Background: an optimization exercise with open tools, aiming at small area. Do not read the settings as production practice.
No driver is modelled on the clock port, so clock power and skew are understated where the tree is cut down; a real chip needs a root buffer or a tree.
Power and IR drop assume default switching activity.

== before ==
==> module led_driver, before the edit <==
module led_driver(
 input clock,
 input rst,
 input [31:0] data,
 output [7:0] AN,
 output CA,
 output CB,
 output CC,
 output CD,
 output CE,
 output CF,
 output CG
 );
localparam [17:0] P = 18'h2aaaa;
localparam [17:0] R = 18'h08040;
reg [17:0] y;
wire [17:0] s = y ^ P;
wire z = (s[16:0] == 17'd0);
wire tick = z & ~s[17];
wire fb = s[17] ^ s[10] ^ z;
always @(posedge clock)
	if (rst)
		y <= R ^ P;
	else
		y <= {s[16:0], fb} ^ P;
localparam [2:0] CI = 3'd6;
reg [2:0] cnt;
wire [2:0] counter = cnt ^ CI;
always @(posedge clock)
	if (rst)
		cnt <= CI;
	else
		cnt <= (counter + {2'b00, tick}) ^ CI;
assign AN[0] = !((!counter[2])&(!counter[1])&(!counter[0]));
assign AN[1] = !((!counter[2])&(!counter[1])&(counter[0]));
assign AN[2] = !((!counter[2])&(counter[1])&(!counter[0]));
assign AN[3] = !((!counter[2])&(counter[1])&(counter[0]));
assign AN[4] = !((counter[2])&(!counter[1])&(!counter[0]));
assign AN[5] = !((counter[2])&(!counter[1])&(counter[0]));
assign AN[6] = !((counter[2])&(counter[1])&(!counter[0]));
assign AN[7] = !((counter[2])&(counter[1])&(counter[0]));
localparam [3:0] NI = 4'd0;
reg [3:0] nr;
always @(posedge clock) begin
	nr[0] <= NI[0] ^ (&(AN | {data[28], data[24], data[20], data[16], data[12], data[8], data[4], data[0]}));
	nr[1] <= NI[1] ^ (&(AN | {data[29], data[25], data[21], data[17], data[13], data[9], data[5], data[1]}));
	nr[2] <= NI[2] ^ (&(AN | {data[30], data[26], data[22], data[18], data[14], data[10], data[6], data[2]}));
	nr[3] <= NI[3] ^ (&(AN | {data[31], data[27], data[23], data[19], data[15], data[11], data[7], data[3]}));
end
wire [3:0] nib = nr ^ NI;
localparam [15:0] TA = 16'b0011100000010010;
localparam [15:0] TB = 16'b1101100001100000;
localparam [15:0] TC = 16'b1101000000000100;
localparam [15:0] TD = 16'b1000010010010010;
localparam [15:0] TE = 16'b0000001010111010;
localparam [15:0] TF = 16'b0011000010001110;
localparam [15:0] TG = 16'b0000000010000011;
assign {CA,CB,CC,CD,CE,CF,CG} = {TA[nib], TB[nib], TC[nib], TD[nib], TE[nib], TF[nib], TG[nib]};
endmodule
Settings: LEC_CHECK=0, CAP_MARGIN=20, CORE_AREA=2.5 2.5 60.5 60.5, DIE_AREA=0 0 63 63, SLEW_MARGIN=20; clock period 5.0 ns.
standard.sh (not shown) runs the stock make flow with config.mk's settings and CLKGATE_MAP_FILE= SYNTH_SCRIPT=/design/flow/synth_recipe.tcl, a recipe that flattens the netlist after the stock synthesis.
==> flow/flow/run.sh <==
#!/bin/bash
# Own layout flow: the standard flow with
#  - synthesis mapped by the smallest of the mappings that flow/abc*.abc
#    (area-oriented ABC scripts) give, and no adder cell extraction
#    (ADDER_MAP_FILE empty),
#  - port buffers of the smallest buffer cell, buf_1,
#  - a clock tree of its own (flow/clktree.tcl): three clkbuf_4 buffers, each
#    driving a third of the flip-flops, driven straight from the clock port.
# Each step's full output goes to a log file in this folder.
set -euo pipefail
HERE=$(pwd)
export FLOW_ABC_DIR=$HERE/flow
{ head -n 1 synth_recipe.tcl; cat flow/abc_hook.tcl; tail -n +2 synth_recipe.tcl; } > flow_synth.tcl
export FLOW_CLK_GROUPS=3
export FLOW_CLK_BUF=sky130_fd_sc_hd__clkbuf_4
ARGS=(ADDER_MAP_FILE= "BUFFER_PORTS_ARGS=-buffer_cell sky130_fd_sc_hd__buf_1"
      PRE_CTS_TCL=$HERE/flow/clktree.tcl)
bash standard.sh SYNTH_SCRIPT=$HERE/flow_synth.tcl "${ARGS[@]}" synth > flow_synth.log 2>&1
bash standard.sh "${ARGS[@]}" finish > flow_finish.log 2>&1
Other scripts of this flow, unchanged in this note and not shown: flow/flow/abc0.abc, flow/flow/abc1.abc, flow/flow/abc2.abc, flow/flow/abc3.abc, flow/flow/abc4.abc, flow/flow/abc5.abc, flow/flow/abc6.abc, flow/flow/abc7.abc, flow/flow/abc_hook.tcl, flow/flow/clktree.tcl
before: flow completed, timing, DRC and antenna clean
--- input diff before..after ---
diff --git a/flow/design.v b/flow/design.v
--- a/flow/design.v
+++ b/flow/design.v
@@ -25,5 +25,5 @@
 	else
 		y <= {s[16:0], fb} ^ P;
-localparam [2:0] CI = 3'd6;
+localparam [2:0] CI = 3'd2;
 reg [2:0] cnt;
 wire [2:0] counter = cnt ^ CI;
--- outcome ---
- Internal power summed over all cells of before is on par with after.
- Summary of after over before: cell count now sits lower, cell count of the worst reg-to-reg path now sits higher, routed wire length per instance grew by about 5.4%, via count of the first global-routing pass now larger, all-layer global routing usage went up.
- Taking before as the reference, in after clock tree skew after final layout now sits higher, simple-gate share of the synthesized area now sits higher, share of the clock period used by the worst path after layout now sits higher, number of vias per cell after detailed routing now sits higher.
- In after the final-stage net count turned out about 0.5% lower than in before.
- Final hold slack: after and before compared, higher one is before
- No stage failed in after, and the final checks on the layout all came back clean.
- after: total via count after detailed routing higher than before
No functional check of the RTL was part of any run of this note. In every run of this note, the design's own scripts or RTL, not TritonCTS, make the clock network.

[re-timing with driven ports]
In the flow no input, the clock included, has a driving cell. The finished layouts below were timed again as built, in two steps.
Step 1, drivers: a clkbuf_16 drives clock and a buf_2 each remaining input, both assumed.
Step 2, shift: input delay + t, output delay - t, t = (earliest + latest rising clock arrival at the registers) / 2. This alone moves slack from input paths to output paths.
a / b / c = ideal ports / drivers / drivers and shift; a / b = the first two.
run	t (ns)	setup slack, ns	worst setup path at the end	latest minus earliest clock arrival (ns)	worst data-port slew with drivers (ns)
before	0.175	2.538 / 2.509 / 2.684	register to output	0.004 / 0.004	0.03
after	0.175	2.374 / 2.346 / 2.521	register to output	0.014 / 0.014	0.04
After both steps setup and hold are still met in every run listed.
